This design comes from an exercise in tuning for small area, a short achievable clock period and few clock cycles per item on the open sky130 flow, not from production work. At most, simulation tests tie the RTL to the original design; equivalence was not proved. Only the layout flow was run in run 1; the RTL was not checked for function there.

## flow/design.v (module list and top-level ports; edited modules follow where they fit)
// module MCH: 998 lines
module MCH (
    input               clk,
    input               reset,
    input       [ 7:0]  X,
    input       [ 7:0]  Y,
    output              Done,
    output      [16:0]  area
);
  // ...
==> flow/flow/run.sh <==
#!/bin/bash
# Layout flow: the standard flow (standard synthesis, floorplan, placement,
# CTS, routing) unchanged, except that ORFS's timing repair (after CTS and after
# global routing) is asked to leave 9 ns of setup slack instead of 0, so that it
# also speeds up paths that already meet the 13 ns clock. The clock, the I/O
# constraints and everything else are the design's.
set -uo pipefail
cp standard.sh standard_sh.copy.log
export SETUP_SLACK_MARGIN=9
bash standard.sh > standard.log 2>&1
==> flow/standard.sh <==
#!/bin/bash
# synth_recipe.tcl (not shown) runs the flow's synth.tcl, then flattens the netlist and writes it again
# the make line also repeats each setting of config.mk as NAME=value (left out here)
make -C /OpenROAD-flow-scripts/flow DESIGN_CONFIG=/design/flow/config.mk WORK_HOME=/design/flow/orfs CLKGATE_MAP_FILE= SYNTH_SCRIPT=/design/flow/synth_recipe.tcl "${@:-finish}"
==> flow/config.mk <==
export PLATFORM = sky130hd
export DESIGN_NAME = MCH
export DESIGN_NICKNAME = MCH
export VERILOG_FILES = /design/flow/design.v
export SDC_FILE = /design/flow/constraint.sdc
export NUM_CORES = 8
export LEC_CHECK = 0
export CAP_MARGIN = 20
export CORE_MARGIN = 2
export CORE_UTILIZATION = 35
export PLACE_DENSITY = 0.55
export SLEW_MARGIN = 20
==> flow/constraint.sdc <==
create_clock -name core_clock -period 13.0 [get_ports {clk}]
set_input_delay 2.6000 -clock core_clock [delete_from_list [all_inputs] [get_ports {clk}]]
set_output_delay 2.6000 -clock core_clock [all_outputs]
set_load 0.01 [all_outputs]
==> metrics.csv, run 1 <==
metric;value;unit
XOR/XNOR Fraction of Synth Area;0.0480;
Max Clock Freq;202;MHz
CORE AREA;0.187;mm2
# rows;159;
Post-Synth Simple-Gate Area;0.162;
unrepaired setup endpoints after global routing;yes;
Non-clock inverters;544;
Well Taps;2495;
CTS Buf Count;108;
worst setup path end;trr[14];
most area-consuming cells after synthesis;edfxtp_1, dfxtp_1, fa_1, ha_1, nand2_1;
Largest regs;ex (160), ey (160);
CTS HTree Levels;3;
most common cell after layout, fill and taps aside;nand2_1;
post-synthesis cell area;0.0658;mm2
Distinct cells, synth;97;
clk buf depth;3;
met1 wire length;101000;um
Worst Hold Class;register to register;
met3 WL;19600;um
initial antenna violation count;11;
status;no timing/DRC/antenna violations;
dpl ws;6.92;ns
worst reg2reg startpoint;dH[7];
via/cell ratio;5.77;
chip height;437;um
final instance area;0.0750;mm2
==> run 2: changes to the inputs <==
--- a/flow/design.v
+++ b/flow/design.v
@@ -690,159 +690,362 @@
     wire tz164 = (tz138 & tz139) | (tz138 & tz69) | (tz139 & tz69);
     wire tz165 = tz140 ^ tz141 ^ tz70;
     wire tz166 = (tz140 & tz141) | (tz140 & tz70) | (tz141 & tz70);
     wire tz167 = tz142 ^ tz63 ^ tz71;
     wire tz168 = (tz142 & tz63) | (tz142 & tz71) | (tz63 & tz71);
 wire [16:0] trap0 = {1'b0, tz168, tz166, tz164, tz162, tz160, tz158, tz156, tz154, tz152, tz150, tz148, tz146, tz144, tz143, tz2, tz1};
 wire [16:0] trap1 = {1'b0, tz72, tz167, tz165, tz163, tz161, tz159, tz157, tz155, tz153, tz151, tz149, tz147, tz145, tz19, tz10, 1'b0};
 reg  [17:0] q0r, q1r;
-reg  [16:0] trr;
+reg  [16:0] trr0, trr1;
+reg         trneg;
 reg         s2v, s2c, s2force;
 wire [17:0] tv = q0r + q1r;
 wire        pop  = s2v && !s2force && !tv[17];
 wire        push = s2v && !pop;
-wire [16:0] acc_k = acc + trr;
+    wire ak1 = acc[0];
+    wire ak2 = trr0[0];
+    wire ak3 = trr1[0];
+    wire ak4 = acc[1];
+    wire ak5 = trr0[1];
+    wire ak6 = trr1[1];
+    wire ak7 = acc[2];
+    wire ak8 = trr0[2];
+    wire ak9 = trr1[2];
+    wire ak10 = acc[3];
+    wire ak11 = trr0[3];
+    wire ak12 = trr1[3];
+    wire ak13 = acc[4];
+    wire ak14 = trr0[4];
+    wire ak15 = trr1[4];
+    wire ak16 = acc[5];
+    wire ak17 = trr0[5];
+    wire ak18 = trr1[5];
+    wire ak19 = acc[6];
+    wire ak20 = trr0[6];
+    wire ak21 = trr1[6];
+    wire ak22 = acc[7];
+    wire ak23 = trr0[7];
+    wire ak24 = trr1[7];
+    wire ak25 = acc[8];
+    wire ak26 = trr0[8];
+    wire ak27 = trr1[8];
+    wire ak28 = acc[9];
+    wire ak29 = trr0[9];
+    wire ak30 = trr1[9];
+    wire ak31 = acc[10];
+    wire ak32 = trr0[10];
+    wire ak33 = trr1[10];
+    wire ak34 = acc[11];
+    wire ak35 = trr0[11];
+    wire ak36 = trr1[11];
+    wire ak37 = acc[12];
+    wire ak38 = trr0[12];
+    wire ak39 = trr1[12];
+    wire ak40 = acc[13];
+    wire ak41 = trr0[13];
+    wire ak42 = trr1[13];
+    wire ak43 = acc[14];
+    wire ak44 = trr0[14];
+    wire ak45 = trr1[14];
+    wire ak46 = acc[15];
+    wire ak47 = trr0[15];
+    wire ak48 = trr1[15];
+    wire ak49 = acc[16];
+    wire ak50 = trr0[16];
+    wire ak51 = trr1[16];
+    wire ak52 = trneg;
+    wire ak53 = ak4 ^ ak5;
+    wire ak54 = ak4 & ak5;
+    wire ak55 = ak7 ^ ak8;
+    wire ak56 = ak7 & ak8;
+    wire ak57 = ak10 ^ ak11;
+    wire ak58 = ak10 & ak11;
+    wire ak59 = ak13 ^ ak14;
+    wire ak60 = ak13 & ak14;
+    wire ak61 = ak16 ^ ak17;
+    wire ak62 = ak16 & ak17;
+    wire ak63 = ak19 ^ ak20;
+    wire ak64 = ak19 & ak20;
+    wire ak65 = ak22 ^ ak23;
+    wire ak66 = ak22 & ak23;
+    wire ak67 = ak25 ^ ak26;
+    wire ak68 = ak25 & ak26;
+    wire ak69 = ak28 ^ ak29;
+    wire ak70 = ak28 & ak29;
+    wire ak71 = ak31 ^ ak32;
+    wire ak72 = ak31 & ak32;
+    wire ak73 = ak34 ^ ak35;
+    wire ak74 = ak34 & ak35;
+    wire ak75 = ak37 ^ ak38;
+    wire ak76 = ak37 & ak38;
+    wire ak77 = ak40 ^ ak41;
+    wire ak78 = ak40 & ak41;
+    wire ak79 = ak43 ^ ak44;
+    wire ak80 = ak43 & ak44;
+    wire ak81 = ak46 ^ ak47;
+    wire ak82 = ak46 & ak47;
+    wire ak83 = ak49 ^ ak50;
+    wire ak84 = ak49 & ak50;
+    wire ak85 = ak1 ^ ak2;
+    wire ak86 = ak1 & ak2;
+    wire ak87 = ak53 ^ ak6 ^ ak52;
+    wire ak88 = (ak53 & ak6) | (ak53 & ak52) | (ak6 & ak52);
+    wire ak89 = ak54 ^ ak55 ^ ak9;
+    wire ak90 = (ak54 & ak55) | (ak54 & ak9) | (ak55 & ak9);
+    wire ak91 = ak56 ^ ak57 ^ ak12;
+    wire ak92 = (ak56 & ak57) | (ak56 & ak12) | (ak57 & ak12);
+    wire ak93 = ak58 ^ ak59 ^ ak15;
+    wire ak94 = (ak58 & ak59) | (ak58 & ak15) | (ak59 & ak15);
+    wire ak95 = ak60 ^ ak61 ^ ak18;
+    wire ak96 = (ak60 & ak61) | (ak60 & ak18) | (ak61 & ak18);
+    wire ak97 = ak62 ^ ak63 ^ ak21;
+    wire ak98 = (ak62 & ak63) | (ak62 & ak21) | (ak63 & ak21);
+    wire ak99 = ak64 ^ ak65 ^ ak24;
+    wire ak100 = (ak64 & ak65) | (ak64 & ak24) | (ak65 & ak24);
+    wire ak101 = ak66 ^ ak67 ^ ak27;
+    wire ak102 = (ak66 & ak67) | (ak66 & ak27) | (ak67 & ak27);
+    wire ak103 = ak68 ^ ak69 ^ ak30;
+    wire ak104 = (ak68 & ak69) | (ak68 & ak30) | (ak69 & ak30);
+    wire ak105 = ak70 ^ ak71 ^ ak33;
+    wire ak106 = (ak70 & ak71) | (ak70 & ak33) | (ak71 & ak33);
+    wire ak107 = ak72 ^ ak73 ^ ak36;
+    wire ak108 = (ak72 & ak73) | (ak72 & ak36) | (ak73 & ak36);
+    wire ak109 = ak74 ^ ak75 ^ ak39;
+    wire ak110 = (ak74 & ak75) | (ak74 & ak39) | (ak75 & ak39);
+    wire ak111 = ak76 ^ ak77 ^ ak42;
+    wire ak112 = (ak76 & ak77) | (ak76 & ak42) | (ak77 & ak42);
+    wire ak113 = ak78 ^ ak79 ^ ak45;
+    wire ak114 = (ak78 & ak79) | (ak78 & ak45) | (ak79 & ak45);
+    wire ak115 = ak80 ^ ak81 ^ ak48;
+    wire ak116 = (ak80 & ak81) | (ak80 & ak48) | (ak81 & ak48);
+    wire ak117 = ak82 ^ ak83 ^ ak51;
+    wire ak118 = (ak82 & ak83) | (ak82 & ak51) | (ak83 & ak51);
+wire [16:0] acc_k = {ak116, ak114, ak112, ak110, ak108, ak106, ak104, ak102, ak100, ak98, ak96, ak94, ak92, ak90, ak88, ak86, ak85} + {ak117, ak115, ak113, ak111, ak109, ak107, ak105, ak103, ak101, ak99, ak97, ak95, ak93, ak91, ak89, ak87, ak3};
     wire ac1 = acc[0];
-    wire ac2 = trr[0];
-    wire ac3 = q0r[0];
-    wire ac4 = q1r[0];
-    wire ac5 = acc[1];
-    wire ac6 = trr[1];
-    wire ac7 = q0r[1];
-    wire ac8 = q1r[1];
-    wire ac9 = acc[2];
-    wire ac10 = trr[2];
-    wire ac11 = q0r[2];
-    wire ac12 = q1r[2];
-    wire ac13 = acc[3];
-    wire ac14 = trr[3];
-    wire ac15 = q0r[3];
-    wire ac16 = q1r[3];
-    wire ac17 = acc[4];
-    wire ac18 = trr[4];
-    wire ac19 = q0r[4];
-    wire ac20 = q1r[4];
-    wire ac21 = acc[5];
-    wire ac22 = trr[5];
-    wire ac23 = q0r[5];
-    wire ac24 = q1r[5];
-    wire ac25 = acc[6];
-    wire ac26 = trr[6];
-    wire ac27 = q0r[6];
-    wire ac28 = q1r[6];
-    wire ac29 = acc[7];
-    wire ac30 = trr[7];
-    wire ac31 = q0r[7];
-    wire ac32 = q1r[7];
-    wire ac33 = acc[8];
-    wire ac34 = trr[8];
-    wire ac35 = q0r[8];
-    wire ac36 = q1r[8];
-    wire ac37 = acc[9];
-    wire ac38 = trr[9];
-    wire ac39 = q0r[9];
-    wire ac40 = q1r[9];
-    wire ac41 = acc[10];
-    wire ac42 = trr[10];
-    wire ac43 = q0r[10];
-    wire ac44 = q1r[10];
-    wire ac45 = acc[11];
-    wire ac46 = trr[11];
-    wire ac47 = q0r[11];
-    wire ac48 = q1r[11];
-    wire ac49 = acc[12];
-    wire ac50 = trr[12];
-    wire ac51 = q0r[12];
-    wire ac52 = q1r[12];
-    wire ac53 = acc[13];
-    wire ac54 = trr[13];
-    wire ac55 = q0r[13];
-    wire ac56 = q1r[13];
-    wire ac57 = acc[14];
-    wire ac58 = trr[14];
-    wire ac59 = q0r[14];
-    wire ac60 = q1r[14];
-    wire ac61 = acc[15];
-    wire ac62 = trr[15];
-    wire ac63 = q0r[15];
-    wire ac64 = q1r[15];
-    wire ac65 = acc[16];
-    wire ac66 = trr[16];
-    wire ac67 = q0r[16];
-    wire ac68 = q1r[16];
-    wire ac69 = ac1 ^ ac2;
-    wire ac70 = ac1 & ac2;
-    wire ac71 = ac5 ^ ac6 ^ ac7;
-    wire ac72 = (ac5 & ac6) | (ac5 & ac7) | (ac6 & ac7);
-    wire ac73 = ac9 ^ ac10 ^ ac11;
-    wire ac74 = (ac9 & ac10) | (ac9 & ac11) | (ac10 & ac11);
-    wire ac75 = ac13 ^ ac14 ^ ac15;
-    wire ac76 = (ac13 & ac14) | (ac13 & ac15) | (ac14 & ac15);
-    wire ac77 = ac17 ^ ac18 ^ ac19;
-    wire ac78 = (ac17 & ac18) | (ac17 & ac19) | (ac18 & ac19);
-    wire ac79 = ac21 ^ ac22 ^ ac23;
-    wire ac80 = (ac21 & ac22) | (ac21 & ac23) | (ac22 & ac23);
-    wire ac81 = ac25 ^ ac26 ^ ac27;
-    wire ac82 = (ac25 & ac26) | (ac25 & ac27) | (ac26 & ac27);
-    wire ac83 = ac29 ^ ac30 ^ ac31;
-    wire ac84 = (ac29 & ac30) | (ac29 & ac31) | (ac30 & ac31);
-    wire ac85 = ac33 ^ ac34 ^ ac35;
-    wire ac86 = (ac33 & ac34) | (ac33 & ac35) | (ac34 & ac35);
-    wire ac87 = ac37 ^ ac38 ^ ac39;
-    wire ac88 = (ac37 & ac38) | (ac37 & ac39) | (ac38 & ac39);
-    wire ac89 = ac41 ^ ac42 ^ ac43;
-    wire ac90 = (ac41 & ac42) | (ac41 & ac43) | (ac42 & ac43);
-    wire ac91 = ac45 ^ ac46 ^ ac47;
-    wire ac92 = (ac45 & ac46) | (ac45 & ac47) | (ac46 & ac47);
-    wire ac93 = ac49 ^ ac50 ^ ac51;
-    wire ac94 = (ac49 & ac50) | (ac49 & ac51) | (ac50 & ac51);
-    wire ac95 = ac53 ^ ac54 ^ ac55;
-    wire ac96 = (ac53 & ac54) | (ac53 & ac55) | (ac54 & ac55);
-    wire ac97 = ac57 ^ ac58 ^ ac59;
-    wire ac98 = (ac57 & ac58) | (ac57 & ac59) | (ac58 & ac59);
-    wire ac99 = ac61 ^ ac62 ^ ac63;
-    wire ac100 = (ac61 & ac62) | (ac61 & ac63) | (ac62 & ac63);
-    wire ac101 = ac65 ^ ac66 ^ ac67;
-    wire ac102 = (ac65 & ac66) | (ac65 & ac67) | (ac66 & ac67);
-    wire ac103 = ac69 ^ ac3;
-    wire ac104 = ac69 & ac3;
-    wire ac105 = ac70 ^ ac71 ^ ac8;
-    wire ac106 = (ac70 & ac71) | (ac70 & ac8) | (ac71 & ac8);
-    wire ac107 = ac72 ^ ac73 ^ ac12;
-    wire ac108 = (ac72 & ac73) | (ac72 & ac12) | (ac73 & ac12);
-    wire ac109 = ac74 ^ ac75 ^ ac16;
-    wire ac110 = (ac74 & ac75) | (ac74 & ac16) | (ac75 & ac16);
-    wire ac111 = ac76 ^ ac77 ^ ac20;
-    wire ac112 = (ac76 & ac77) | (ac76 & ac20) | (ac77 & ac20);
-    wire ac113 = ac78 ^ ac79 ^ ac24;
-    wire ac114 = (ac78 & ac79) | (ac78 & ac24) | (ac79 & ac24);
-    wire ac115 = ac80 ^ ac81 ^ ac28;
-    wire ac116 = (ac80 & ac81) | (ac80 & ac28) | (ac81 & ac28);
-    wire ac117 = ac82 ^ ac83 ^ ac32;
-    wire ac118 = (ac82 & ac83) | (ac82 & ac32) | (ac83 & ac32);
-    wire ac119 = ac84 ^ ac85 ^ ac36;
-    wire ac120 = (ac84 & ac85) | (ac84 & ac36) | (ac85 & ac36);
-    wire ac121 = ac86 ^ ac87 ^ ac40;
-    wire ac122 = (ac86 & ac87) | (ac86 & ac40) | (ac87 & ac40);
-    wire ac123 = ac88 ^ ac89 ^ ac44;
-    wire ac124 = (ac88 & ac89) | (ac88 & ac44) | (ac89 & ac44);
-    wire ac125 = ac90 ^ ac91 ^ ac48;
-    wire ac126 = (ac90 & ac91) | (ac90 & ac48) | (ac91 & ac48);
-    wire ac127 = ac92 ^ ac93 ^ ac52;
-    wire ac128 = (ac92 & ac93) | (ac92 & ac52) | (ac93 & ac52);
-    wire ac129 = ac94 ^ ac95 ^ ac56;
-    wire ac130 = (ac94 & ac95) | (ac94 & ac56) | (ac95 & ac56);
-    wire ac131 = ac96 ^ ac97 ^ ac60;
-    wire ac132 = (ac96 & ac97) | (ac96 & ac60) | (ac97 & ac60);
-    wire ac133 = ac98 ^ ac99 ^ ac64;
-    wire ac134 = (ac98 & ac99) | (ac98 & ac64) | (ac99 & ac64);
-    wire ac135 = ac100 ^ ac101 ^ ac68;
-    wire ac136 = (ac100 & ac101) | (ac100 & ac68) | (ac101 & ac68);
-wire [16:0] acc_p = {ac134, ac132, ac130, ac128, ac126, ac124, ac122, ac120, ac118, ac116, ac114, ac112, ac110, ac108, ac106, ac104, ac103} + {ac135, ac133, ac131, ac129, ac127, ac125, ac123, ac121, ac119, ac117, ac115, ac113, ac111, ac109, ac107, ac105, ac4};
+    wire ac2 = trr0[0];
+    wire ac3 = trr1[0];
+    wire ac4 = q0r[0];
+    wire ac5 = q1r[0];
+    wire ac6 = acc[1];
+    wire ac7 = trr0[1];
+    wire ac8 = trr1[1];
+    wire ac9 = q0r[1];
+    wire ac10 = q1r[1];
+    wire ac11 = acc[2];
+    wire ac12 = trr0[2];
+    wire ac13 = trr1[2];
+    wire ac14 = q0r[2];
+    wire ac15 = q1r[2];
+    wire ac16 = acc[3];
+    wire ac17 = trr0[3];
+    wire ac18 = trr1[3];
+    wire ac19 = q0r[3];
+    wire ac20 = q1r[3];
+    wire ac21 = acc[4];
+    wire ac22 = trr0[4];
+    wire ac23 = trr1[4];
+    wire ac24 = q0r[4];
+    wire ac25 = q1r[4];
+    wire ac26 = acc[5];
+    wire ac27 = trr0[5];
+    wire ac28 = trr1[5];
+    wire ac29 = q0r[5];
+    wire ac30 = q1r[5];
+    wire ac31 = acc[6];
+    wire ac32 = trr0[6];
+    wire ac33 = trr1[6];
+    wire ac34 = q0r[6];
+    wire ac35 = q1r[6];
+    wire ac36 = acc[7];
+    wire ac37 = trr0[7];
+    wire ac38 = trr1[7];
+    wire ac39 = q0r[7];
+    wire ac40 = q1r[7];
+    wire ac41 = acc[8];
+    wire ac42 = trr0[8];
+    wire ac43 = trr1[8];
+    wire ac44 = q0r[8];
+    wire ac45 = q1r[8];
+    wire ac46 = acc[9];
+    wire ac47 = trr0[9];
+    wire ac48 = trr1[9];
+    wire ac49 = q0r[9];
+    wire ac50 = q1r[9];
+    wire ac51 = acc[10];
+    wire ac52 = trr0[10];
+    wire ac53 = trr1[10];
+    wire ac54 = q0r[10];
+    wire ac55 = q1r[10];
+    wire ac56 = acc[11];
+    wire ac57 = trr0[11];
+    wire ac58 = trr1[11];
+    wire ac59 = q0r[11];
+    wire ac60 = q1r[11];
+    wire ac61 = acc[12];
+    wire ac62 = trr0[12];
+    wire ac63 = trr1[12];
+    wire ac64 = q0r[12];
+    wire ac65 = q1r[12];
+    wire ac66 = acc[13];
+    wire ac67 = trr0[13];
+    wire ac68 = trr1[13];
+    wire ac69 = q0r[13];
+    wire ac70 = q1r[13];
+    wire ac71 = acc[14];
+    wire ac72 = trr0[14];
+    wire ac73 = trr1[14];
+    wire ac74 = q0r[14];
+    wire ac75 = q1r[14];
+    wire ac76 = acc[15];
+    wire ac77 = trr0[15];
+    wire ac78 = trr1[15];
+    wire ac79 = q0r[15];
+    wire ac80 = q1r[15];
+    wire ac81 = acc[16];
+    wire ac82 = trr0[16];
+    wire ac83 = trr1[16];
+    wire ac84 = q0r[16];
+    wire ac85 = q1r[16];
+    wire ac86 = trneg;
+    wire ac87 = ac1 ^ ac2;
+    wire ac88 = ac1 & ac2;
+    wire ac89 = ac6 ^ ac7 ^ ac8;
+    wire ac90 = (ac6 & ac7) | (ac6 & ac8) | (ac7 & ac8);
+    wire ac91 = ac9 ^ ac10;
+    wire ac92 = ac9 & ac10;
+    wire ac93 = ac11 ^ ac12 ^ ac13;
+    wire ac94 = (ac11 & ac12) | (ac11 & ac13) | (ac12 & ac13);
+    wire ac95 = ac14 ^ ac15;
+    wire ac96 = ac14 & ac15;
+    wire ac97 = ac16 ^ ac17 ^ ac18;
+    wire ac98 = (ac16 & ac17) | (ac16 & ac18) | (ac17 & ac18);
+    wire ac99 = ac19 ^ ac20;
+    wire ac100 = ac19 & ac20;
+    wire ac101 = ac21 ^ ac22 ^ ac23;
+    wire ac102 = (ac21 & ac22) | (ac21 & ac23) | (ac22 & ac23);
+    wire ac103 = ac24 ^ ac25;
+    wire ac104 = ac24 & ac25;
+    wire ac105 = ac26 ^ ac27 ^ ac28;
+    wire ac106 = (ac26 & ac27) | (ac26 & ac28) | (ac27 & ac28);
+    wire ac107 = ac29 ^ ac30;
+    wire ac108 = ac29 & ac30;
+    wire ac109 = ac31 ^ ac32 ^ ac33;
+    wire ac110 = (ac31 & ac32) | (ac31 & ac33) | (ac32 & ac33);
+    wire ac111 = ac34 ^ ac35;
+    wire ac112 = ac34 & ac35;
+    wire ac113 = ac36 ^ ac37 ^ ac38;
+    wire ac114 = (ac36 & ac37) | (ac36 & ac38) | (ac37 & ac38);
+    wire ac115 = ac39 ^ ac40;
+    wire ac116 = ac39 & ac40;
+    wire ac117 = ac41 ^ ac42 ^ ac43;
+    wire ac118 = (ac41 & ac42) | (ac41 & ac43) | (ac42 & ac43);
+    wire ac119 = ac44 ^ ac45;
+    wire ac120 = ac44 & ac45;
+    wire ac121 = ac46 ^ ac47 ^ ac48;
+    wire ac122 = (ac46 & ac47) | (ac46 & ac48) | (ac47 & ac48);
+    wire ac123 = ac49 ^ ac50;
+    wire ac124 = ac49 & ac50;
+    wire ac125 = ac51 ^ ac52 ^ ac53;
+    wire ac126 = (ac51 & ac52) | (ac51 & ac53) | (ac52 & ac53);
+    wire ac127 = ac54 ^ ac55;
+    wire ac128 = ac54 & ac55;
+    wire ac129 = ac56 ^ ac57 ^ ac58;
+    wire ac130 = (ac56 & ac57) | (ac56 & ac58) | (ac57 & ac58);
+    wire ac131 = ac59 ^ ac60;
+    wire ac132 = ac59 & ac60;
+    wire ac133 = ac61 ^ ac62 ^ ac63;
+    wire ac134 = (ac61 & ac62) | (ac61 & ac63) | (ac62 & ac63);
+    wire ac135 = ac64 ^ ac65;
+    wire ac136 = ac64 & ac65;
+    wire ac137 = ac66 ^ ac67 ^ ac68;
+    wire ac138 = (ac66 & ac67) | (ac66 & ac68) | (ac67 & ac68);
+    wire ac139 = ac69 ^ ac70;
+    wire ac140 = ac69 & ac70;
+    wire ac141 = ac71 ^ ac72 ^ ac73;
+    wire ac142 = (ac71 & ac72) | (ac71 & ac73) | (ac72 & ac73);
+    wire ac143 = ac74 ^ ac75;
+    wire ac144 = ac74 & ac75;
+    wire ac145 = ac76 ^ ac77 ^ ac78;
+    wire ac146 = (ac76 & ac77) | (ac76 & ac78) | (ac77 & ac78);
+    wire ac147 = ac79 ^ ac80;
+    wire ac148 = ac79 & ac80;
+    wire ac149 = ac81 ^ ac82 ^ ac83;
+    wire ac150 = (ac81 & ac82) | (ac81 & ac83) | (ac82 & ac83);
+    wire ac151 = ac84 ^ ac85;
+    wire ac152 = ac84 & ac85;
+    wire ac153 = ac87 ^ ac3;
+    wire ac154 = ac87 & ac3;
+    wire ac155 = ac88 ^ ac89 ^ ac91;
+    wire ac156 = (ac88 & ac89) | (ac88 & ac91) | (ac89 & ac91);
+    wire ac157 = ac90 ^ ac92 ^ ac93;
+    wire ac158 = (ac90 & ac92) | (ac90 & ac93) | (ac92 & ac93);
+    wire ac159 = ac94 ^ ac96 ^ ac97;
+    wire ac160 = (ac94 & ac96) | (ac94 & ac97) | (ac96 & ac97);
+    wire ac161 = ac98 ^ ac100 ^ ac101;
+    wire ac162 = (ac98 & ac100) | (ac98 & ac101) | (ac100 & ac101);
+    wire ac163 = ac102 ^ ac104 ^ ac105;
+    wire ac164 = (ac102 & ac104) | (ac102 & ac105) | (ac104 & ac105);
+    wire ac165 = ac106 ^ ac108 ^ ac109;
+    wire ac166 = (ac106 & ac108) | (ac106 & ac109) | (ac108 & ac109);
+    wire ac167 = ac110 ^ ac112 ^ ac113;
+    wire ac168 = (ac110 & ac112) | (ac110 & ac113) | (ac112 & ac113);
+    wire ac169 = ac114 ^ ac116 ^ ac117;
+    wire ac170 = (ac114 & ac116) | (ac114 & ac117) | (ac116 & ac117);
+    wire ac171 = ac118 ^ ac120 ^ ac121;
+    wire ac172 = (ac118 & ac120) | (ac118 & ac121) | (ac120 & ac121);
+    wire ac173 = ac122 ^ ac124 ^ ac125;
+    wire ac174 = (ac122 & ac124) | (ac122 & ac125) | (ac124 & ac125);
+    wire ac175 = ac126 ^ ac128 ^ ac129;
+    wire ac176 = (ac126 & ac128) | (ac126 & ac129) | (ac128 & ac129);
+    wire ac177 = ac130 ^ ac132 ^ ac133;
+    wire ac178 = (ac130 & ac132) | (ac130 & ac133) | (ac132 & ac133);
+    wire ac179 = ac134 ^ ac136 ^ ac137;
+    wire ac180 = (ac134 & ac136) | (ac134 & ac137) | (ac136 & ac137);
+    wire ac181 = ac138 ^ ac140 ^ ac141;
+    wire ac182 = (ac138 & ac140) | (ac138 & ac141) | (ac140 & ac141);
+    wire ac183 = ac142 ^ ac144 ^ ac145;
+    wire ac184 = (ac142 & ac144) | (ac142 & ac145) | (ac144 & ac145);
+    wire ac185 = ac146 ^ ac148 ^ ac149;
+    wire ac186 = (ac146 & ac148) | (ac146 & ac149) | (ac148 & ac149);
+    wire ac187 = ac153 ^ ac4;
+    wire ac188 = ac153 & ac4;
+    wire ac189 = ac154 ^ ac155 ^ ac86;
+    wire ac190 = (ac154 & ac155) | (ac154 & ac86) | (ac155 & ac86);
+    wire ac191 = ac156 ^ ac157 ^ ac95;
+    wire ac192 = (ac156 & ac157) | (ac156 & ac95) | (ac157 & ac95);
+    wire ac193 = ac158 ^ ac159 ^ ac99;
+    wire ac194 = (ac158 & ac159) | (ac158 & ac99) | (ac159 & ac99);
+    wire ac195 = ac160 ^ ac161 ^ ac103;
+    wire ac196 = (ac160 & ac161) | (ac160 & ac103) | (ac161 & ac103);
+    wire ac197 = ac162 ^ ac163 ^ ac107;
+    wire ac198 = (ac162 & ac163) | (ac162 & ac107) | (ac163 & ac107);
+    wire ac199 = ac164 ^ ac165 ^ ac111;
+    wire ac200 = (ac164 & ac165) | (ac164 & ac111) | (ac165 & ac111);
+    wire ac201 = ac166 ^ ac167 ^ ac115;
+    wire ac202 = (ac166 & ac167) | (ac166 & ac115) | (ac167 & ac115);
+    wire ac203 = ac168 ^ ac169 ^ ac119;
+    wire ac204 = (ac168 & ac169) | (ac168 & ac119) | (ac169 & ac119);
+    wire ac205 = ac170 ^ ac171 ^ ac123;
+    wire ac206 = (ac170 & ac171) | (ac170 & ac123) | (ac171 & ac123);
+    wire ac207 = ac172 ^ ac173 ^ ac127;
+    wire ac208 = (ac172 & ac173) | (ac172 & ac127) | (ac173 & ac127);
+    wire ac209 = ac174 ^ ac175 ^ ac131;
+    wire ac210 = (ac174 & ac175) | (ac174 & ac131) | (ac175 & ac131);
+    wire ac211 = ac176 ^ ac177 ^ ac135;
+    wire ac212 = (ac176 & ac177) | (ac176 & ac135) | (ac177 & ac135);
+    wire ac213 = ac178 ^ ac179 ^ ac139;
+    wire ac214 = (ac178 & ac179) | (ac178 & ac139) | (ac179 & ac139);
+    wire ac215 = ac180 ^ ac181 ^ ac143;
+    wire ac216 = (ac180 & ac181) | (ac180 & ac143) | (ac181 & ac143);
+    wire ac217 = ac182 ^ ac183 ^ ac147;
+    wire ac218 = (ac182 & ac183) | (ac182 & ac147) | (ac183 & ac147);
+    wire ac219 = ac184 ^ ac185 ^ ac151;
+    wire ac220 = (ac184 & ac185) | (ac184 & ac151) | (ac185 & ac151);
+wire [16:0] acc_p = {ac218, ac216, ac214, ac212, ac210, ac208, ac206, ac204, ac202, ac200, ac198, ac196, ac194, ac192, ac190, ac188, ac187} + {ac219, ac217, ac215, ac213, ac211, ac209, ac207, ac205, ac203, ac201, ac199, ac197, ac195, ac193, ac191, ac189, ac5};
 wire        dec0 = s2v && (s2c == 1'b0);
 wire        dec1 = s2v && (s2c == 1'b1);
 wire        cn = ph;                           
 wire [7:0] Tx = cn ? tx1 : tx0, Ty = cn ? ty1 : ty0;
 wire [7:0] Sx = cn ? sx1 : sx0, Sy = cn ? sy1 : sy0;
 wire [7:0] Hx = cn ? hx1 : hx0, Hy = cn ? hy1 : hy0;
 wire [7:0] Qx = cn ? qx1 : qx0, Qy = cn ? qy1 : qy0;
 wire [7:0] Nx = cn ? nx1 : nx0, Ny = cn ? ny1 : ny0;
@@ -866,17 +1069,19 @@
 wire [8:0] kH = {1'b0, kq_y} + {1'b0, kt_y}, uH = {1'b0, uq_y} + {1'b0, ut_y};
 wire useu = hasop && push;
 wire useo = hasop && pop;
 wire nv   = scan && (cn ? (scnt >= 3'd2) : (scnt >= 3'd1)) && (useu ? Nok : (useo ? 1'b1 : Qok));
 reg  [16:0] acc;
 reg         done_r;
 always @(posedge clk) begin
     q0r <= row0; q1r <= row1;
-    trr <= !d1first ? 17'd0 : d1c ? ((~trap0) + (~trap1) + 17'd2) : (trap0 + trap1);
+    trr0 <= d1first ? (trap0 ^ {17{d1c}}) : 17'd0;
+    trr1 <= d1first ? (trap1 ^ {17{d1c}}) : 17'd0;
+    trneg <= d1first & d1c;
     s2c <= d1c; s2force <= d1force;
     if (state == S_WAIT) acc <= 17'd0;
     else if (s2v) acc <= pop ? acc_p : acc_k;
     d1c <= cn;
     if (useo) begin
         dA <= oA; dB <= oB; dC <= oC; dD <= oD;
         d1first <= 1'b0;
         d1force <= !Hv;
==> flow/run.sh (new file) <==
#!/bin/bash
# synth_recipe.tcl (not shown) runs the flow's synth.tcl, then flattens the netlist and writes it again
# the make line also repeats each setting of config.mk as NAME=value (left out here)
make -C /OpenROAD-flow-scripts/flow DESIGN_CONFIG=/design/flow/config.mk WORK_HOME=/design/flow/orfs CLKGATE_MAP_FILE= SYNTH_SCRIPT=/design/flow/synth_recipe.tcl finish
==> flow/config.mk (replaced) <==
export PLATFORM = sky130hd
export DESIGN_NAME = MCH
export DESIGN_NICKNAME = MCH
export VERILOG_FILES = /design/flow/design.v
export SDC_FILE = /design/flow/constraint.sdc
export NUM_CORES = 8
export LEC_CHECK = 0
export CAP_MARGIN = 20
export CORE_MARGIN = 2
export CORE_UTILIZATION = 25
export PLACE_DENSITY = 0.45
export SLEW_MARGIN = 20
removed: flow/flow/run.sh
removed: flow/standard.sh
==> run 2 against run 1 <==
Compared with the run above:
- via count fell by 0.76%
- core utilization down 12 points
- setup slack worse by 0.48 ns
- critical endpoint is now nNE[18]
==> metrics.csv, run 2 <==
metric;value;unit;change
status;no timing/DRC/antenna violations;;
Avg Inst Size Synth;9.28;um2;
vias in the first global route;53200;;
total vias in the final route;54100;;
GRT overflow;0;;
Clock Sinks;976;;
Root Buffer;clkbuf_16;;
final slew viol count;0;;
hpwl dp;214000;um;
period utilization;0.417;;
crit-path cells;buf_4 > xor2_1 > nor4_1 > nand2_1 > o211ai_1 > nor2_1 > a221oi_1 > and4_2 > a31oi_1 > a21oi_1;;
layer with the highest usage;met2;;
clock latency (worst-skew pair);0.84;ns;
first-pass GRT wire length;399000;um;
CP Capture Type;register;;
postcts setup bufs;0;;
Post-Syn Nets;7573;;
CTS HTree Levels;3;;unchanged
die area;0.267;mm2;
Synth Area in Compound Gates;0.158;;
unrepaired setup endpoints after global routing;no;;
CTS Hold Bufs;0;;
Primary FF master, synth;edfxtp_1;;
critical path class;register to register;;
Starting Density;0.251;;
post-synthesis sequential area ratio;0.400;;
minimum clock period;5.42;ns;
Max-Cap Viols;0;;
cell family with most CP delay;simple AND/OR/NAND/NOR gates;;
largest family of logic cells by synthesized area;simple AND/OR/NAND/NOR gates;;
met3 GRT Util;0.0331;;
most area-consuming cells after synthesis;edfxtp_1, dfxtp_1, fa_1, nand2_1, ha_1;;
Resize count post-CTS;0;;
CTS tree;done;;
NumNets Final;7440;;
chip height;517;um;+18%
Syn Inst Count;7084;;
share of cells above drive strength 1;0.0735;;
XOR/XNOR Fraction of Synth Area;0.0498;;+0.00188
mux contribution to synthesized area;0.0246;;
most frequent cell after synthesis;nand2_1;;
WP data arrival;6.03;ns;
# rows;188;;+18%
post-synthesis cell area;0.0657;mm2;about the same
commonest non-fill, non-tap cells in the layout;nand2_1, edfxtp_1, inv_1;;
boundary pin count;36;;
Buffers & Inverters on Critical Path;1;;
Post-Synth Simple-Gate Area;0.175;;+0.0132
grt met1 use;0.262;;
startpoint types;register;;
clk buf depth;3;;unchanged
Synth Register Bits;976;;
synthesis-to-finish area growth;12.5;%;
Yosys warnings;9;;
relative slew slack;0.145;;
Initial DRC Count;5224;;
Largest regs;ex (160), ey (160);;
cell taking the most area after synthesis;edfxtp_1;;
Worst Hold Class;register to register;;
FFs w/ async S/R, synth;0.0164;;
CTS Buf Count;120;;+11%
# DRC;0;;
final setup fails;0;;
Antenna Nets Post-Route;0;;
clk_skew;0.114;ns;
Die X;517;um;
initial antenna violation count;8;;-3
met2 GRT Util;0.333;;
final instance area;0.0739;mm2;-1.4%
post-synthesis adder-cell area fraction;0.128;;
Placement Cell Area;0.0698;mm2;
Tightest Pin Transition;1.27;ns;
# port buffers;35;;
via/cell ratio;5.12;;-11%
Yosys top cell area share;0.306;;
Worst Path Max Fanout;25;;
routability cong.;0.990;;
Max Clock Freq;184;MHz;-8.9%
Final Routed Wirelength;281000;um;
slowest cell on the critical path;and4_2;;
Fin. Hold Viols;0;;
wire length per cell;26.6;um;
CORE AREA;0.262;mm2;+40%
CTS clock-pin slew for the worst setup and hold paths;0.06;ns;
largest net degree at the start of global routing;85;;
number of synthesized flops with an enable pin;669;;
Synth top cells by count;nand2_1, edfxtp_1, inv_1, o21ai_0, a21oi_1;;
GRT Total Usage;0.207;;
most common cell after layout, fill and taps aside;nand2_1;;
Distinct cells, synth;94;;-3.1%
max incr delay on CP;0.95;ns;
drt first pass iters;6;;
Req. time, crit path;13.61;ns;
Final TNS setup;0;ns;
run 2: cell types whose count changed after synthesis, moves of 27 or more:
| cell | delta |
|---|---|
| a21oi_1 | +50 |
| fa_1 | +28 |
| ha_1 | -28 |
| inv_1 | +101 |
| maj3_1 | -39 |
| mux2_2 | -120 |
| nand2_1 | +213 |
| nor2_1 | +27 |
| o21ai_0 | +96 |
| o31ai_1 | -52 |
run 2: final cells by class:
class                   count  area [um2]
clock inverters            66         752
fillers                 27800      188000
well taps                3515        4400
diodes                      3        7.51
clock buffers             163        3340
flip-flops and latches    976       26400
repair buffers            161        1300
multi-input cells        5050       35400
inverters                 642        2410
run 2: final timing paths:
path,startpoint,end,slack [ns],cells past startpoint
setup / recovery,py[1],nNE[18],7.58,10
hold / removal,d1force,s2force,0.33,0
setup reg to reg,py[1],nNE[18],7.58,10
hold reg to reg,d1force,s2force,0.33,0
max in group asynchronous,reset,s2v,9.97,2
min in group asynchronous,reset,wait2,2.34,2
run 2: layer usage:
layer / up-vias / share of wire
met5: - / 0.00025
met4: 10 / 0.067
met3: 565 / 0.065
met2: 2165 / 0.45
met1: 26900 / 0.42
li1: 24500 / -
run 2: kinds of logic after synthesis:
family / Yosys count
simple gates: 2373
compound gates: 1621
buf+inv: 1058
flops: 976
fa+ha+maj: 551
xor+xnor: 374
mux: 131
run 2: metrics by stage:
step,util,hold WS (ns),cells,setup WS [ns]
after floorplan,-,0.310,7084,8.68
after global placement,0.266,0.318,10300,7.46
after detailed placement,0.266,0.314,10300,7.82
after CTS,0.282,0.328,10600,7.77
after global routing,0.282,0.334,10600,7.45
final,0.282,0.328,10600,7.58
Testbench counts of run 2, summed over its fixed seeds: cycles 15,977, hulls 384.
==> run 3: changes to the inputs <==
==> flow/flow/run.sh (new file) <==
#!/bin/bash
# Layout flow: the standard flow (standard synthesis, floorplan, placement,
# CTS, routing) unchanged, except that ORFS's timing repair (after CTS and after
# global routing) is asked to leave 9 ns of setup slack instead of 0, so that it
# also speeds up paths that already meet the 13 ns clock. The clock, the I/O
# constraints and everything else are the design's.
set -uo pipefail
cp standard.sh standard_sh.copy.log
export SETUP_SLACK_MARGIN=9
bash standard.sh > standard.log 2>&1
==> flow/standard.sh (new file) <==
#!/bin/bash
# synth_recipe.tcl (not shown) runs the flow's synth.tcl, then flattens the netlist and writes it again
# the make line also repeats each setting of config.mk as NAME=value (left out here)
make -C /OpenROAD-flow-scripts/flow DESIGN_CONFIG=/design/flow/config.mk WORK_HOME=/design/flow/orfs CLKGATE_MAP_FILE= SYNTH_SCRIPT=/design/flow/synth_recipe.tcl "${@:-finish}"
removed: flow/run.sh
==> run 3 against run 2 <==
Compared with the run above:
- still clean on timing, DRC and antenna
- setup slack better by 1.2 ns
- die area is the same
- critical path depth grew 5
- sequential cell count is the same
- critical endpoint is now acc[16]
- highest routed layer unchanged
==> metrics.csv, run 3 <==
metric;value;unit;change
# rows;188;;unchanged
WP data arrival;4.88;ns;-1.15 ns
status;no timing/DRC/antenna violations;;
clk buf depth;3;;unchanged
Yosys warnings;9;;unchanged
Primary FF master, synth;edfxtp_1;;
cell with the most instances on the worst path;fa_1;;
most area-consuming cells after synthesis;edfxtp_1, dfxtp_1, fa_1, nand2_1, ha_1;;
minimum clock period;4.18;ns;-1.24 ns
R2R depth;15;;+5
crit-path cells;fa_1 > inv_2 > fa_1 > inv_1 > fa_1 > ha_4 > a211o_1 > o211ai_1 > a21oi_2 > a41oi_2 > a21oi_2 > a31o_2 > a2111oi_4 > a311oi_1 > a311oi_1;;
Synth Register Bits;976;;unchanged
vias in the first global route;54000;;+1.6%
routability cong.;0.959;;-3.1%
CTS Hold Bufs;0;;unchanged
# port buffers;35;;unchanged
most common cell after layout, fill and taps aside;nand2_1;;
GRT overflow;0;;unchanged
NumNets Final;7558;;+1.6%
Synth top cells by count;nand2_1, edfxtp_1, inv_1, o21ai_0, a21oi_1;;
via/cell ratio;5.13;;+0.14%
post-synthesis cell area;0.0657;mm2;unchanged
Worst Hold Class;register to register;;
largest net degree at the start of global routing;78;;-8.2%
FFs w/ async S/R, synth;0.0164;;unchanged
Distinct cells, synth;94;;unchanged
unrepaired setup endpoints after global routing;yes;;
CTS Buf Count;117;;-2.5%
Final TNS setup;0;ns;unchanged
clock latency (worst-skew pair);0.83;ns;about the same
wire length per cell;26.4;um;-0.58%
final worst slack;8.82;ns;+1.24 ns
Post-Syn Nets;7573;;unchanged
CP Capture Type;register;;
Final Routed Wirelength;282000;um;+0.53%
startpoint types;register;;
boundary pin count;36;;unchanged
CORE AREA;0.262;mm2;unchanged
relative slew slack;0.0957;;-0.0491
first-pass GRT wire length;398000;um;-0.20%
# DRC;0;;unchanged
period utilization;0.322;;-0.0954
Fin. Hold Viols;0;;unchanged
most frequent cell after synthesis;nand2_1;;
total vias in the final route;54800;;+1.3%
Req. time, crit path;13.70;ns;+0.09 ns
Tightest Pin Transition;1.36;ns;+0.0834 ns
CTS clock-pin slew for the worst setup and hold paths;0.06;ns;about the same
max incr delay on CP;0.55;ns;-0.40 ns
drt first pass iters;7;;+1
Worst Path Max Fanout;3;;-88%
Antenna Nets Post-Route;0;;unchanged
Util after Layout;0.291;;+0.00872
chip height;517;um;unchanged
Starting Density;0.251;;unchanged
slowest cell on the critical path;fa_1;;
commonest non-fill, non-tap cells in the layout;nand2_1, edfxtp_1, inv_1;;
Root Buffer;clkbuf_16;;
clk_skew;0.109;ns;-0.00453 ns
share of cells above drive strength 1;0.113;;+0.0397
Yosys top cell area share;0.306;;unchanged
dpl ws;7.96;ns;+0.142 ns
initial antenna violation count;9;;+1
Syn Inst Count;7084;;unchanged
Max-Cap Viols;0;;unchanged
Initial DRC Count;5648;;+8.1%
final setup fails;0;;unchanged
hold depth;0;;unchanged
hpwl dp;198000;um;-7.3%
Max Clock Freq;239;MHz;+30%
CTS HTree Levels;3;;unchanged
die area;0.267;mm2;unchanged
final slew viol count;0;;unchanged
Die X;517;um;unchanged
hold_ws;0.354;ns;+0.0262 ns
cell taking the most area after synthesis;edfxtp_1;;
post-synthesis sequential area ratio;0.400;;unchanged
CTS tree;done;;
synthesis-to-finish area growth;16.0;%;
number of synthesized flops with an enable pin;669;;unchanged
Avg Inst Size Synth;9.28;um2;unchanged
GRT Total Usage;0.206;;-0.000866
Largest regs;ex (160), ey (160);;
Clock Sinks;976;;unchanged
critical path class;register to register;;
-- run 3: cell counts after synthesis --
No cell type changed its count.
-- run 3: through the flow --
stage	area [um2]	std cells
5_1_grt	76200	10700
3_3_place_gp	69700	10300
2_1_floorplan	65800	7084
6_report	76200	10700
4_1_cts	75400	10700
3_5_place_dp	69700	10300
-- run 3: area by class of cell --
type,count,area (um2)
sequential,976,26500
inverter,642,2420
tap,3515,4400
antenna,7,17.5
fill,27600,186000
timing repair buffer,269,2560
clock buffer,178,3460
multi-input combinational,5063,36500
clock inverter,44,465
-- run 3: logic make-up after synthesis --
| logic type | count (synthesis) | share of synthesized area |
|---|---|---|
| simple gates | 2373 | 0.175 |
| compound gates | 1621 | 0.158 |
| buf+inv | 1058 | 0.0643 |
| flops | 976 | 0.400 |
| fa+ha+maj | 551 | 0.128 |
| xor+xnor | 374 | 0.0498 |
| mux | 131 | 0.0246 |
-- run 3: path summary, 6_finish.rpt --
kind	slack (ns)	startpoint	endpoint
setup reg to reg	8.82	trr1[2]	acc[16]
hold / removal	0.35	rn0	rn1
max in group asynchronous	10.16	reset	ph
min in group asynchronous	2.27	reset	scnt[2]
setup / recovery	8.82	trr1[2]	acc[16]
hold reg to reg	0.35	rn0	rn1
-- run 3: metal layers --
metal	wire, um	track usage
met3	17900	0.0305
met2	131000	0.337
met4	19300	0.118
met1	115000	0.257
met5	23	0
-- run 3: worst max-delay path: cells and delay by family (launching register included) --
kind | cells | cell delay [ns]
compound gates | 9 | 1.83
buf+inv | 2 | 0.10
fa+ha+maj | 4 | 1.83
flops | 1 | 0.33
-- run 3: repair_timing --
action	CTS	global route
gates resized for setup	291	115
endpoints found under the setup margin	700	249
gates cloned	15	3
pin swaps	51	54
setup buffers	84	34
==> run 4: changes to the inputs <==
--- a/flow/config.mk
+++ b/flow/config.mk
@@ -7,6 +7,6 @@
 export LEC_CHECK = 0
 export CAP_MARGIN = 20
 export CORE_MARGIN = 2
-export CORE_UTILIZATION = 25
-export PLACE_DENSITY = 0.45
+export CORE_UTILIZATION = 45
+export PLACE_DENSITY = 0.65
 export SLEW_MARGIN = 20
==> run 4 against run 3 <==
Compared with the run above:
- non-clock buffer count shrank 55
- still clean on timing, DRC and antenna
- final cell count shrank 16%
- cell area is 4.1% lower
- clock skew fell by 0.053 ns
- global-route usage increased by 12 points
- worst hold slack got worse by 0.028 ns
- sequential share of layout area is 1.4 points higher
- critical path depth unchanged
- setup slack better by 0.020 ns
- synthesized cell count did not move
==> metrics.csv, run 4 <==
metric;value;unit;change
clk buf depth;3;;unchanged
number of synthesized flops with an enable pin;669;;unchanged
hpwl dp;178000;um;-10%
CP Capture Type;register;;
CTS clock-pin slew for the worst setup and hold paths;0.06;ns;about the same
most frequent cell after synthesis;nand2_1;;
CP startpoint;acc[1];;
GRT Total Usage;0.321;;+0.115
Post-Syn Nets;7573;;unchanged
routability cong.;1.05;;+9.3%
# DRC;0;;unchanged
Max-Cap Viols;0;;unchanged
cell with the most instances on the worst path;fa_1;;
Req. time, crit path;13.63;ns;-0.07 ns
unrepaired setup endpoints after global routing;yes;;
post-synthesis sequential area ratio;0.400;;unchanged
CORE AREA;0.145;mm2;-45%
clk_skew;0.0561;ns;-0.0529 ns
Final TNS setup;0;ns;unchanged
final setup fails;0;;unchanged
GRT overflow;0;;unchanged
Largest regs;ex (160), ey (160);;
fillcell total;13400;;-51%
Starting Density;0.452;;+0.201
cell taking the most area after synthesis;edfxtp_1;;
chip height;386;um;-25%
# rows;140;;-26%
via/cell ratio;6.06;;+18%
final instance area;0.0731;mm2;-4.1%
period utilization;0.320;;-0.00150
FFs w/ async S/R, synth;0.0164;;unchanged
initial antenna violation count;7;;-2
CTS Buf Count;110;;-6.0%
status;no timing/DRC/antenna violations;;
startpoint types;register;;
CTS HTree Levels;3;;unchanged
vias in the first global route;52900;;-2.0%
post-synthesis cell area;0.0657;mm2;unchanged
cell family with most CP delay;adder cells;;
CTS tree;done;;
Yosys top cell area share;0.306;;unchanged
Syn Inst Count;7084;;unchanged
commonest non-fill, non-tap cells in the layout;nand2_1, edfxtp_1, inv_1;;
min-delay src;d1force;;
Die X;386;um;-25%
crit-path cells;fa_1 > fa_1 > inv_2 > fa_1 > inv_2 > fa_2 > a211o_1 > o211ai_1 > a21oi_2 > a41oi_2 > a21oi_2 > a31o_4 > a2111oi_4 > a311oi_1 > a311oi_1;;
clock latency (worst-skew pair);0.77;ns;-0.06 ns
largest net degree at the start of global routing;85;;+9.0%
total vias in the final route;54700;;-0.26%
most common cell after layout, fill and taps aside;nand2_1;;
Avg Inst Size Synth;9.28;um2;unchanged
CTS Hold Bufs;0;;unchanged
Yosys warnings;9;;unchanged
Distinct cells, synth;94;;unchanged
wire length per cell;27.1;um;+2.7%
Antenna Nets Post-Route;0;;unchanged
boundary pin count;36;;unchanged
Tightest Pin Transition;1.27;ns;-0.0900 ns
Worst Path Max Fanout;2;;-1
WP data arrival;4.79;ns;-0.09 ns
Initial DRC Count;5970;;+5.7%
slowest cell on the critical path;fa_1;;
synthesis-to-finish area growth;11.2;%;
share of cells above drive strength 1;0.0976;;-0.0156
die area;0.149;mm2;-44%
critical path class;register to register;;
Max Clock Freq;240;MHz;+0.47%
# port buffers;35;;unchanged
Synth Register Bits;976;;unchanged
Clock Sinks;976;;unchanged
Root Buffer;clkbuf_16;;
max incr delay on CP;0.52;ns;-0.03 ns
Placement Cell Area;0.0676;mm2;-3.0%
Worst Hold Class;register to register;;
drt first pass iters;6;;-1
most area-consuming cells after synthesis;edfxtp_1, dfxtp_1, fa_1, nand2_1, ha_1;;
first-pass GRT wire length;352000;um;-12%
Fin. Hold Viols;0;;unchanged
relative slew slack;0.156;;+0.0600
Synth top cells by count;nand2_1, edfxtp_1, inv_1, o21ai_0, a21oi_1;;
Buffers & Inverters on Critical Path;2;;unchanged
minimum clock period;4.16;ns;-0.0195 ns
Primary FF master, synth;edfxtp_1;;
worst reg2reg startpoint;acc[1];;
NumNets Final;7491;;-0.89%
Final Routed Wirelength;244000;um;-13%
Util after Layout;0.503;;+0.212
final slew viol count;0;;unchanged
==> run 4: final cells by class <==
cell class | count | area, um2 | area share
Sequential cell | 976 | 26400 | 0.361
Clock inverter | 44 | 447 | 0.00611
Tap cell | 1917 | 2400 | 0.0328
Antenna cell | 3 | 7.51 | 0.000103
Multi-Input combinational cell | 5058 | 36200 | 0.496
Inverter | 642 | 2420 | 0.0332
Timing Repair Buffer | 214 | 1950 | 0.0267
Clock buffer | 165 | 3230 | 0.0441
==> run 4: logic make-up (layout without fill, tap and decap cells) <==
family                   count (synthesis)  in the layout  share of synthesized area
other                                    0              3                          0
AND/OR/NAND/NOR                       2373           2373                      0.175
AO/OA/AOI/OAI                         1621           1622                      0.158
XOR/XNOR                               374            374                     0.0498
adder cells (fa/ha/maj)                551            551                      0.128
multiplexers                           131            138                     0.0246
flip-flops                             976            976                      0.400
buffers and inverters                 1058           1065                     0.0643
==> run 4: what timing repair did <==
action                     CTS  global route
pin swaps                   34            39
setup buffers               49            26
cloned                       8             3
gates resized for setup    199           117
setup endpoints to repair  621           287
==> run 4: metrics by stage <==
step	worst slack, ns	cells	hold slack, ns
CTS	8.80	8987	0.326
detailed placement	7.78	8721	0.312
finish	8.84	9019	0.326
global route	8.70	9018	0.343
global placement	7.80	8721	0.314
floorplan	8.98	7084	0.310
==> run 4: path summary, 6_finish.rpt <==
path,end,slack (ns),depth (start not counted)
max,acc[16],8.84,15
min,s2force,0.33,0
max reg2reg,acc[16],8.84,15
min reg2reg,s2force,0.33,0
max in group asynchronous,ph,9.94,2
min in group asynchronous,pv,2.36,2
==> run 4: metal layers <==
layer	track usage	part of all wire	routed length, um
met5	0	0.000045	11
met4	0.213	0.083	20200
met3	0.0594	0.085	20700
met2	0.519	0.46	112000
met1	0.392	0.38	91700
==> run 5: changes to the inputs <==
--- a/flow/config.mk
+++ b/flow/config.mk
@@ -7,6 +7,8 @@
 export LEC_CHECK = 0
 export CAP_MARGIN = 20
 export CORE_MARGIN = 2
-export CORE_UTILIZATION = 45
-export PLACE_DENSITY = 0.65
+export CORE_UTILIZATION = 35
+export CTS_CLUSTER_DIAMETER = 100
+export CTS_CLUSTER_SIZE = 20
+export PLACE_DENSITY = 0.55
 export SLEW_MARGIN = 20
==> run 5 against run 4 <==
Compared with the run above:
- still clean
- clock skew grew 0.0097 ns
- non-clock buffer count shrank 3
- synthesized cell count is the same
- cell area shrank 1.7%
- via count shrank 1.8%
- count of clock-buffer cells in the layout shrank 68
- critical path depth is the same
==> metrics.csv, run 5 <==
metric;value;unit;change
Tightest Pin Transition;1.16;ns;-0.107 ns
final setup fails;0;;unchanged
most area-consuming cells after synthesis;edfxtp_1, dfxtp_1, fa_1, nand2_1, ha_1;;
crit-path cells;fa_1 > inv_2 > fa_1 > inv_1 > fa_1 > ha_4 > a211o_1 > o211ai_1 > a21oi_2 > a41oi_2 > a21oi_2 > a31o_4 > a2111oi_4 > a311oi_1 > a311oi_1;;
boundary pin count;36;;unchanged
Util after Layout;0.384;;-0.119
most frequent cell after synthesis;nand2_1;;
Syn Inst Count;7084;;unchanged
Req. time, crit path;13.60;ns;-0.03 ns
Distinct cells, synth;94;;unchanged
Antenna Nets Post-Route;0;;unchanged
period utilization;0.320;;-0.000347
unrepaired setup endpoints after global routing;yes;;
synthesis-to-finish area growth;9.32;%;
register area;0.0264;mm2;about the same
commonest non-fill, non-tap cells in the layout;nand2_1, edfxtp_1, inv_1;;
cell taking the most area after synthesis;edfxtp_1;;
Post-Syn Nets;7573;;unchanged
Max Clock Freq;241;MHz;+0.11%
critical path class;register to register;;
CP startpoint;acc[2];;
area of the multi-input gates;0.0361;mm2;-0.43%
GRT overflow;0;;unchanged
relative slew slack;0.227;;+0.0712
share of cells above drive strength 1;0.0818;;-0.0158
Yosys warnings;9;;unchanged
final slew viol count;0;;unchanged
Worst Path Max Fanout;4;;+2
post-synthesis sequential area ratio;0.400;;unchanged
Worst Hold Class;register to register;;
CTS clock-pin slew for the worst setup and hold paths;0.09;ns;+0.03 ns
Die X;437;um;+13%
Final TNS setup;0;ns;unchanged
clock latency (worst-skew pair);0.76;ns;about the same
fillcell total;18600;;+39%
Primary FF master, synth;edfxtp_1;;
Avg Inst Size Synth;9.28;um2;unchanged
Clock Sinks;976;;unchanged
initial antenna violation count;13;;+6
first-pass GRT wire length;348000;um;-0.99%
routability cong.;0.995;;-5.1%
Synth top cells by count;nand2_1, edfxtp_1, inv_1, o21ai_0, a21oi_1;;
GRT Total Usage;0.244;;-0.0770
clk buf depth;3;;unchanged
via/cell ratio;5.65;;-6.9%
max incr delay on CP;0.56;ns;+0.04 ns
# rows;159;;+14%
chip height;437;um;+13%
cell with the most instances on the worst path;fa_1;;
Final Routed Wirelength;245000;um;+0.33%
startpoint types;register;;
Largest regs;ex (160), ey (160);;
Max-Cap Viols;0;;unchanged
post-synthesis cell area;0.0657;mm2;unchanged
most common cell after layout, fill and taps aside;nand2_1;;
Starting Density;0.351;;-0.101
Yosys top cell area share;0.306;;unchanged
wire length per cell;25.8;um;-4.8%
Initial DRC Count;5883;;-1.5%
Fin. Hold Viols;0;;unchanged
hpwl dp;181000;um;+2.0%
dpl ws;8.13;ns;+0.342 ns
die area;0.191;mm2;+28%
CORE AREA;0.187;mm2;+29%
CTS Buf Count;58;;-47%
# port buffers;35;;unchanged
number of synthesized flops with an enable pin;669;;unchanged
largest net degree at the start of global routing;95;;+12%
minimum clock period;4.16;ns;-0.00451 ns
NumNets Final;7432;;-0.79%
CTS tree;done;;
Root Buffer;clkbuf_16;;
min-delay src;d1force;;
CTS Hold Bufs;0;;unchanged
status;no timing/DRC/antenna violations;;
clk_skew;0.0658;ns;+0.00973 ns
WP data arrival;4.76;ns;-0.03 ns
slowest cell on the critical path;fa_1;;
vias in the first global route;51100;;-3.4%
total vias in the final route;53700;;-1.8%
final worst slack;8.84;ns;+0.00451 ns
drt first pass iters;6;;unchanged
Synth Register Bits;976;;unchanged
CP Capture Type;register;;
# DRC;0;;unchanged
worst reg2reg startpoint;acc[2];;
FFs w/ async S/R, synth;0.0164;;unchanged
CTS HTree Levels;2;;-1
==> run 5: area by class of cell <==
class,count,share of cell area
well taps,2495,0.0434
clock buffers,97,0.0235
repair buffers,211,0.0274
clock inverters,10,0.00134
multi-input cells,5054,0.502
inverters,642,0.0338
flip-flops and latches,976,0.368
diodes,24,0.000836
==> run 5: cells by family after synthesis <==
family                   Yosys count  synth area share
AO/OA/AOI/OAI                   1621             0.158
multiplexers                     131            0.0246
adder cells (fa/ha/maj)          551             0.128
AND/OR/NAND/NOR                 2373             0.175
buffers and inverters           1058            0.0643
XOR/XNOR                         374            0.0498
flip-flops                       976             0.400
==> run 5: routing by layer <==
layer | routed length, um | GRT usage
met1 | 98600 | 0.318
met5 | 0 | 0
met3 | 19400 | 0.0386
met4 | 16400 | 0.130
met2 | 111000 | 0.388
==> run 5: final timing paths <==
check | end | slack (ns) | depth (start not counted)
hold reg to reg | s2force | 0.33 | 0
setup / recovery | acc[16] | 8.84 | 15
max in group asynchronous | ph | 10.16 | 2
setup reg to reg | acc[16] | 8.84 | 15
min in group asynchronous | done_r | 2.32 | 2
hold / removal | s2force | 0.33 | 0
==> run 5: critical path: cells and delay by family, from the launching register on <==
family,cells,cell delay (ns)
buffers and inverters,2,0.09
adder cells (fa/ha/maj),4,1.77
flip-flops,1,0.37
AO/OA/AOI/OAI,9,1.82
==> run 5: per-stage QoR <==
step           hold WS, ns  cells  instance area [um2]
6_report             0.333   9509                71900
5_1_grt              0.342   9508                71900
4_1_cts              0.337   9447                71000
3_5_place_dp         0.316   9296                68300
3_3_place_gp         0.316   9294                68300
2_1_floorplan        0.310   7084                65800
==> run 5: timing repair <==
action,4_1_cts,5_1_grt
pin swaps,36,49
setup buffers,42,33
cloned,2,5
setup endpoints to repair,628,275
resized for setup,167,90
==> run 6: changes to the inputs <==
--- a/flow/config.mk
+++ b/flow/config.mk
@@ -8,7 +8,5 @@
 export CAP_MARGIN = 20
 export CORE_MARGIN = 2
 export CORE_UTILIZATION = 35
-export CTS_CLUSTER_DIAMETER = 100
-export CTS_CLUSTER_SIZE = 20
 export PLACE_DENSITY = 0.55
 export SLEW_MARGIN = 20
==> run 6 against run 5 <==
Compared with the run above:
- die area unchanged
- clock skew down 0.015 ns
- area after synthesis unchanged
- cell area rose by 2.8%
- sequential cell count is the same
- sequential share of layout area shrank 0.99 points
- critical path type unchanged
- still clean on timing, DRC and antenna
- global-route usage grew 0.27 points
- maximum frequency is 0.99% higher
- core utilization rose by 1.1 points
==> metrics.csv, run 6 <==
metric;value;unit;change
register area;0.0264;mm2;about the same
final worst slack;8.88;ns;+0.0409 ns
Final Routed Wirelength;248000;um;+1.0%
chip height;437;um;unchanged
Initial DRC Count;6316;;+7.4%
first-pass GRT wire length;351000;um;+0.88%
cell taking the most area after synthesis;edfxtp_1;;
WP data arrival;4.78;ns;+0.02 ns
Worst Path Max Fanout;3;;-1
number of synthesized flops with an enable pin;669;;unchanged
Largest regs;ex (160), ey (160);;
GRT Total Usage;0.247;;+0.00270
Max Clock Freq;243;MHz;+0.99%
Yosys warnings;9;;unchanged
Max-Cap Viols;0;;unchanged
most common cell after layout, fill and taps aside;nand2_1;;
NumNets Final;7493;;+0.82%
GRT overflow;0;;unchanged
hold depth;0;;unchanged
vias in the first global route;51600;;+0.97%
Placement Cell Area;0.0683;mm2;unchanged
clock latency (worst-skew pair);0.79;ns;+0.03 ns
Starting Density;0.351;;unchanged
min-delay src;d1force;;
final setup fails;0;;unchanged
Distinct cells, synth;94;;unchanged
post-synthesis cell area;0.0657;mm2;unchanged
drt first pass iters;7;;+1
CTS Buf Count;113;;+95%
CORE AREA;0.187;mm2;unchanged
WHS Endpoint;s2force;;
Yosys top cell area share;0.306;;unchanged
# port buffers;35;;unchanged
commonest non-fill, non-tap cells in the layout;nand2_1, edfxtp_1, inv_1;;
R2R setup slack;8.88;ns;+0.04 ns
CTS HTree Levels;3;;+1
fin cells;9620;;+1.2%
Post-Syn Nets;7573;;unchanged
hold_ws;0.327;ns;-0.00601 ns
die area;0.191;mm2;unchanged
initial antenna violation count;15;;+2
period utilization;0.317;;-0.00315
routability cong.;0.995;;unchanged
CTS tree;done;;
share of cells above drive strength 1;0.0964;;+0.0146
hpwl dp;181000;um;unchanged
# rows;159;;unchanged
Primary FF master, synth;edfxtp_1;;
clk_skew;0.0513;ns;-0.0146 ns
most frequent cell after synthesis;nand2_1;;
synthesis-to-finish area growth;12.4;%;
final instance area;0.0739;mm2;+2.8%
DP Cell Count;9296;;unchanged
R2R depth;15;;unchanged
total vias in the final route;54500;;+1.5%
area of the multi-input gates;0.0361;mm2;about the same
Avg Inst Size Synth;9.28;um2;unchanged
# DRC;0;;unchanged
Fin. Hold Viols;0;;unchanged
Antenna Nets Post-Route;0;;unchanged
FFs w/ async S/R, synth;0.0164;;unchanged
worst reg2reg path endpoint;acc[16];;
Root Buffer;clkbuf_16;;
most area-consuming cells after synthesis;edfxtp_1, dfxtp_1, fa_1, nand2_1, ha_1;;
wire length per cell;25.8;um;-0.15%
critical path class;register to register;;
final slew viol count;0;;unchanged
Clock Sinks;976;;unchanged
unrepaired setup endpoints after global routing;yes;;
via/cell ratio;5.67;;+0.36%
Syn Inst Count;7084;;unchanged
fillcell total;18500;;-0.94%
CTS clock-pin slew for the worst setup and hold paths;0.06;ns;-0.03 ns
post-synthesis sequential area ratio;0.400;;unchanged
dpl ws;8.13;ns;unchanged
Worst Hold Class;register to register;;
Tightest Pin Transition;1.14;ns;-0.0242 ns
Die X;437;um;unchanged
worst reg2reg startpoint;acc[1];;
minimum clock period;4.12;ns;-0.0409 ns
Synth Register Bits;976;;unchanged
startpoint types;register;;
relative slew slack;0.243;;+0.0161
Final TNS setup;0;ns;unchanged
Synth top cells by count;nand2_1, edfxtp_1, inv_1, o21ai_0, a21oi_1;;
clk buf depth;3;;unchanged
status;no timing/DRC/antenna violations;;
Req. time, crit path;13.66;ns;+0.06 ns
largest net degree at the start of global routing;95;;unchanged
boundary pin count;36;;unchanged
CP Capture Type;register;;
[run 6: worst max-delay path by stage]
stage / startpoint / end / slack, ns / cells past startpoint
floorplan: q0r[12] / dH[8] / 8.98 / 19
global placement: px[2] / ey[1][4] / 7.76 / 10
detailed placement: px[7] / ey[18][3] / 8.13 / 10
CTS: acc[1] / acc[16] / 8.82 / 15
global route: acc[1] / acc[16] / 8.69 / 15
finish: acc[1] / acc[16] / 8.88 / 15
[run 6: logic make-up (layout without fill, tap and decap cells)]
logic type,after synthesis,in the layout,synth area share
other,0,20,0
DFF,976,976,0.400
muxes,131,135,0.0246
and+or+nand+nor,2373,2374,0.175
AOI/OAI and AO/OA,1621,1621,0.158
buffers and inverters,1058,1074,0.0643
adders and majority gates,551,551,0.128
xor gates and xnor gates,374,374,0.0498
[run 6: critical path, stage by stage, from the launching register on]
cell	delay, ns
dfxtp_4	0.36
fa_1	0.49
fa_1	0.49
inv_1	0.05
fa_1	0.49
inv_2	0.05
fa_2	0.36
a211o_1	0.30
o211ai_1	0.15
a21oi_2	0.12
a41oi_2	0.21
a21oi_2	0.11
a31o_4	0.26
a2111oi_4	0.29
a311oi_1	0.08
a311oi_1	0.21
[run 6: routing by layer]
layer,part of all wire,up-vias,GRT usage
met3,0.080,621,0.0406
met5,0.000065,-,0
met1,0.40,26600,0.323
li1,-,24600,-
met4,0.066,2,0.132
met2,0.45,2630,0.390
[run 6: final cells by class]
cell class	count	area share
multi-input cells	5055	0.489
flip-flops and latches	976	0.358
clock buffers	158	0.0431
well taps	2495	0.0422
inverters	642	0.0329
repair buffers	216	0.0271
clock inverters	58	0.00745
diodes	20	0.000677
[run 6: stage by stage]
step,util
final,0.395
after global routing,0.395
after CTS,0.390
after detailed placement,0.365
after global placement,0.365
after floorplan,-
[run 6: repair_timing]
action                     4_1_cts  5_1_grt
cloned                           2        6
hold buffers                     0        0
resized for setup              193      102
buffers inserted                46       34
pin swaps                       35       30
setup endpoints to repair      629      286

-- separate check: timing with driven ports --
No port has a modelled driver above. Below, the same layouts with a new extraction and two added sets of constraints.
Step 1: set_driving_cell puts a clkbuf_16 on clk and a buf_2 on each other input, an assumption about the parent block.
Step 2 also shifts input and output timing later by t, the mid clock arrival at the registers, as if the neighbouring blocks saw the same clock.
a / b / c = ideal / step 1 / step 2; a / b = the first two.
| run | shift t [ns] | setup WS [ns] | worst setup path after step 2 | clock arrival spread, ns | slew at the worst register clock pin (ns) |
|---|---|---|---|---|---|
| run 1 | 0.838 | 8.061 / 8.061 / 8.061 | register to register | 0.070 / 0.070 | 0.07 / 0.07 |
| run 2 | 0.879 | 7.578 / 7.578 / 7.578 | register to register | 0.115 / 0.115 | 0.07 / 0.07 |
| run 3 | 0.868 | 8.818 / 8.802 / 8.818 | register to register | 0.126 / 0.126 | 0.07 / 0.07 |
| run 4 | 0.824 | 8.838 / 8.838 / 8.838 | register to register | 0.060 / 0.060 | 0.07 / 0.07 |
| run 5 | 0.812 | 8.842 / 8.842 / 8.842 | register to register | 0.077 / 0.077 | 0.11 / 0.11 |
| run 6 | 0.847 | 8.883 / 8.883 / 8.883 | register to register | 0.060 / 0.060 | 0.07 / 0.07 |
After both steps every run listed still meets setup and hold.
